Background: an optimization exercise with open tools, aiming at small area, a short achievable clock period and few clock cycles. Do not read the settings as production practice.
Function was checked by simulation only, so behaviour that the tests miss may differ from the original.
Power and IR drop assume default switching activity.

the baseline:
==> flow/design.v (excerpt) <==
module Translate (
    input             CLK,
    input             RSTn,        
    output     [15:0] MADDR,       
    output            M_W,         
    output     [15:0] MDATAOUT,    
    input      [15:0] MDATAIN,     
    output            HALTED
);
Size in the first run: ~450 flip-flops, about 52 I/O pins, ~23000 um2 of cells after synthesis.
clock: 6.0 ns
lec_check: 0
abc_area: 1
cap_margin: 20
core_margin: 2
core_utilization: 40
setup_slack_margin: 3.3
slew_margin: 20
run.sh (not shown) runs the stock make flow with config.mk's settings and CLKGATE_MAP_FILE= SYNTH_SCRIPT=/design/flow/synth_recipe.tcl, a recipe that flattens the netlist after the stock synthesis.
The baseline | stages: all done | timing, DRC, antenna: all pass
Testbench counts of the baseline, summed over its fixed seeds: cycles 206,549.
Input-level comparison between the candidate and the baseline:
- swapping 3.3 for 3.0 in SETUP_SLACK_MARGIN
The candidate reached the end of the flow, and the finished layout is clean on the timing, design-rule and antenna checks. The origin of the worst setup path comes out LWP in one run and IR[1] in the other, namely in the candidate and the baseline respectively. Looking at share of the cycle needed by the critical path after routing, the candidate sits 4.6 points above the baseline. Compare the baseline and the candidate | critical path depth higher: the baseline. The candidate vs. the baseline: core utilization decreased by 1.9 points relative to the old numbers; area added between synthesis and finish decreased by 4.6 points relative to the old numbers. The candidate ended up with OA[9] as its critical path capture point; the baseline ended up with BTE[15].


The RTL this note starts from:
==> flow/design.v <==
`timescale 1ns / 1ps
module Translate (
    input             CLK,
    input             RSTn,        
    output     [15:0] MADDR,       
    output            M_W,         
    output     [15:0] MDATAOUT,    
    input      [15:0] MDATAIN,     
    output            HALTED
);
    localparam [3:0] OP_LW = 4'b0001, OP_SW = 4'b0011, OP_AND = 4'b0101,
                     OP_OR = 4'b0110, OP_ADD = 4'b0111, OP_SUB = 4'b1000,
                     OP_SLT = 4'b1001, OP_BEQ = 4'b1010, OP_J = 4'b1011,
                     OP_ADDI = 4'b1100;
    function is_halt_op(input [3:0] o);
        is_halt_op = (o == 4'b0000) || (o == 4'b0010) || (o == 4'b0100) ||
                     (o == 4'b1101) || (o == 4'b1110) || (o == 4'b1111);
    endfunction
    reg  [255:0] RF;       
    reg  [15:0] MA;        
    reg         MF;        
    reg         MWR;       
    reg  [15:0] P;         
    reg         AV;        
    reg  [15:0] IR;
    reg         IV;
    reg  [15:0] IPC1;      
    reg  [3:0]  RB;        
    reg  [11:0] EI;        
    reg         EV;
    reg         f_inv, f_and, f_or, f_sum, f_slt, f_addi, f_wr, f_as;
    reg         f_lw, f_sw, f_beq, f_halt;
    reg  [15:0] OA, OB;    
    reg         PA, PB;    
    reg  [15:0] BTE;       
    reg         LWP;       
    reg  [3:0]  LWD;       
    reg         H;         
    reg         MAA, MAB;  
    reg         SVA, SVB;  
    reg         FAR, FBR;  
    reg         FAO, FBO;  
    reg         HR;        
    wire [3:0] ewa = EI[11:8];
    wire [7:0] eim = EI[7:0];
    wire ex = EV & ~LWP & ~H;
    wire [15:0] Bx  = OB;      
    wire [16:0] S   = {1'b0, OA} + {1'b0, Bx} + {16'b0, f_inv};
    wire        ovf = (OA[15] == Bx[15]) & (S[15] != OA[15]);
    wire [15:0] res = ({16{f_and}} & (OA & OB)) |
                      ({16{f_or}}  & (OA | OB)) |
                      ({16{f_sum}} & S[15:0]) |
                      {15'b0, f_slt & ~S[16]} |
                      ({16{f_addi}} & {8'b0, eim});
    wire we    = ex & f_wr;
    wire ovw   = ex & f_as;
    wire taken = ex & f_beq & (OA == OB);
    wire [8:0] eim1 = {1'b0, eim} + 9'd1;
    wire hitR  = IV & HR;
    wire hitA  = AV & (P == {7'b0, eim1});
    wire hit   = ex & f_sw & (hitR | hitA);
    wire [3:0] rop = IR[15:12];
    wire [3:0] ra  = IR[7:4];
    wire r_j  = (rop == OP_J);
    wire r_sw = (rop == OP_SW);
    wire radv = ~LWP;                         
    wire rsq  = taken | (hit & hitR);         
    wire rfold = IV & r_j & radv & ~rsq;
    wire [15:0] rfa = RF[{ra, 4'b0} +: 16];
    wire [15:0] rfb = RF[{RB, 4'b0} +: 16];
    wire [15:0] ovword = {15'b0, ovf};
    wire [15:0] fa = FAR ? res : FAO ? ovword : rfa;
    wire [15:0] fb = FBR ? res : FBO ? ovword : rfb;
    wire r_inv = (rop == OP_SUB) | (rop == OP_SLT);
    wire r_wr = (rop == OP_AND) | (rop == OP_OR) | (rop == OP_ADD) | (rop == OP_SUB) |
                (rop == OP_SLT) | (rop == OP_ADDI);
    wire [3:0] aop = MDATAIN[15:12];
    wire asq   = taken | hit | rfold;
    wire aj    = AV & (aop == OP_J) & ~(IV & r_sw);
    wire afold = aj & ~asq;
    wire [3:0] axa = MDATAIN[7:4];
    wire [3:0] axb = (aop == OP_SW || aop == OP_BEQ) ? MDATAIN[11:8] : MDATAIN[3:0];
    wire acap  = AV & ~asq & ~afold;
    wire ev_n   = radv ? (IV & ~rsq & ~r_j) : EV;
    wire [3:0] niop = radv ? IR[15:12] : (f_lw ? OP_LW : f_sw ? OP_SW : 4'b0);
    wire [7:0] niim = radv ? IR[7:0] : eim;
    wire lwp_n  = ex & f_lw;
    wire h_n    = H | (ex & f_halt);
    wire nex    = ev_n & ~lwp_n & ~h_n;
    wire nlw    = nex & (niop == OP_LW);
    wire nsw    = nex & (niop == OP_SW);
    wire dnext  = nlw | nsw;
    wire nwr    = nex & (radv ? r_wr : f_wr);
    wire nas    = nex & (radv ? ((rop == OP_ADD) | (rop == OP_SUB)) : f_as);
    wire maa_n  = acap ? (IR[11:8] == axa) : MAA;
    wire mab_n  = acap ? (IR[11:8] == axb) : MAB;
    wire sva_n  = acap ? (axa == 4'd7) : SVA;
    wire svb_n  = acap ? (axb == 4'd7) : SVB;
    wire [15:0] seq  = MF ? MA + 16'd1 : P;
    wire [15:0] cand = taken ? BTE :
                       hit   ? {8'b0, eim} :
                       rfold ? {8'b0, IR[11:4]} :
                       aj    ? {8'b0, MDATAIN[11:4]} : seq;
    assign MADDR    = MA;
    assign M_W      = MWR;
    assign MDATAOUT = OB;
    assign HALTED   = H | (EV & ~LWP & f_halt);
    wire [15:0] wd = LWP ? MDATAIN : res;
    integer k;
    always @(posedge CLK) begin
        for (k = 0; k < 16; k = k + 1) begin
            if (LWP ? (LWD == k) : (we & (ewa == k)))
                RF[16*k +: 16] <= wd;
            else if (k == 7 && ovw)
                RF[16*k +: 16] <= ovword;
        end
    end
    wire [4:0] zm1 = {1'b0, IR[3:0]} - 5'd1;
    always @(posedge CLK) begin
        LWD <= ewa;
        if (acap) begin
            IR   <= MDATAIN;
            IPC1 <= P;
            RB   <= axb;
            HR   <= r_sw & (P == {7'b0, {1'b0, IR[7:0]} + 9'd1});
        end
        if (radv) begin
            EI  <= IR[11:0];
            f_inv  <= (rop == OP_SUB) | (rop == OP_SLT);
            f_and  <= (rop == OP_AND);
            f_or   <= (rop == OP_OR);
            f_sum  <= (rop == OP_ADD) | (rop == OP_SUB);
            f_slt  <= (rop == OP_SLT);
            f_addi <= (rop == OP_ADDI);
            f_wr   <= r_wr;
            f_as   <= (rop == OP_ADD) | (rop == OP_SUB);
            f_lw   <= (rop == OP_LW);
            f_sw   <= (rop == OP_SW);
            f_beq  <= (rop == OP_BEQ);
            f_halt <= is_halt_op(rop);
            OA  <= fa;
            OB  <= fb ^ {16{r_inv}};
            PA  <= ex & f_lw & MAA;
            PB  <= ex & f_lw & MAB;
            BTE <= IPC1 + {{11{zm1[4]}}, zm1};
        end else begin
            if (PA) OA <= MDATAIN;
            if (PB) OB <= MDATAIN ^ {16{f_inv}};
        end
        MAA <= maa_n;
        MAB <= mab_n;
        SVA <= sva_n;
        SVB <= svb_n;
        FAR <= nwr & maa_n;
        FBR <= nwr & mab_n;
        FAO <= nas & sva_n;
        FBO <= nas & svb_n;
        MA <= dnext ? {8'b0, niim} : cand;
        P  <= dnext ? cand : seq;
        if (!RSTn) begin
            MA  <= 16'd0;
            MF  <= 1'b1;
            MWR <= 1'b0;
            AV  <= 1'b0;
            IV  <= 1'b0;
            EV  <= 1'b0;
            LWP <= 1'b0;
            H   <= 1'b0;
        end else begin
            MF  <= ~dnext;
            MWR <= nsw;
            AV  <= MF & ~asq & ~afold;
            IV  <= acap | (IV & ~radv & ~rsq);
            EV  <= ev_n;
            LWP <= lwp_n;
            H   <= h_n;
        end
    end
endmodule
clock: 6.0 ns
lec_check: 0
cap_margin: 20
core_margin: 2
core_utilization: 40
setup_slack_margin: 2.6
slew_margin: 20
Testbench counts at the start, summed over its fixed seeds: cycles 206,549.
Change:
ABC_AREA = 1   (was default)
CORE_UTILIZATION = 50   (was 40)
SETUP_SLACK_MARGIN = 3.4   (was 2.6)
Global-route usage grows by 12 points.
Worst hold slack is worse by 0.019 ns.
Clock-buffer cell count grows by 8.
Final area grows by roughly a tenth.
Worst setup slack is better by 0.61 ns.
Clock power shrinks slightly.
Change:
ABC_AREA = default   (was 1)
CORE_UTILIZATION = 40   (was 50)
CTS_BUF_LIST = sky130_fd_sc_hd__clkbuf_4 sky130_fd_sc_hd__clkbuf_8   (was default)
SETUP_SLACK_MARGIN = 3.0   (was 3.4)
Clock skew goes up by 0.047 ns.
Final cell count goes down by 28%.
Routed wire length came out lower by 21%.
Worst setup slack degrades by 0.36 ns.
Change:
ABC_AREA = 1   (was default)
CTS_BUF_LIST = default   (was sky130_fd_sc_hd__clkbuf_4 sky130_fd_sc_hd__clkbuf_8)
SETUP_SLACK_MARGIN = 3.8   (was 3.0)
The new run completed without violations.
Count of clock-buffer cells in the layout came out lower by 50.
Non-clock buffer count came out higher by 100.
Fmax came out higher by 19%.

-- afterwards: timing with drivers on the ports --
The flow's constraints put no driver on any port. The routed layouts listed below were extracted and timed again, unchanged, in two steps. Step 1 assumes that a clkbuf_16 drives the clock port and a buf_2 every other input. Step 2 adds t to the input delays and takes it off the output delays; t is the mean of the earliest and latest rising clock arrival at the registers after step 1. Input paths then give back, and output paths get back, about the clock's delay inside the block. Three values: ideal, step 1, step 2; two values: the first two.
run | shift t [ns] | slack for setup (ns) | worst hold slack (ns) | worst setup path after step 2 | worst data-port slew with drivers (ns)
the baseline | 0.672 | 3.215 / 3.215 / 2.790 | 0.440 / 0.440 / 0.440 | input to register | 0.08
the candidate | 0.669 | 2.941 / 2.941 / 2.514 | 0.412 / 0.412 / 0.412 | input to register | 0.07
the first run of note 2 | 0.643 | 2.722 / 2.661 / 2.120 | 0.453 / 0.453 / 0.453 | input to register | 0.04
the second run of note 2 | 0.655 | 3.336 / 3.280 / 2.901 | 0.434 / 0.434 / 0.434 | input to register | 0.04
the third run of note 2 | 0.716 | 2.972 / 2.972 / 2.418 | 0.403 / 0.403 / 0.403 | input to register | 0.05
the fourth run of note 2 | 0.668 | 3.447 / 3.386 / 2.950 | 0.431 / 0.431 / 0.431 | input to register | 0.04
After both steps every run listed still meets setup and hold. The setup slack of the first run of note 2, which loses most, moves by -0.061 ns with the drivers and by -0.602 ns with both steps.
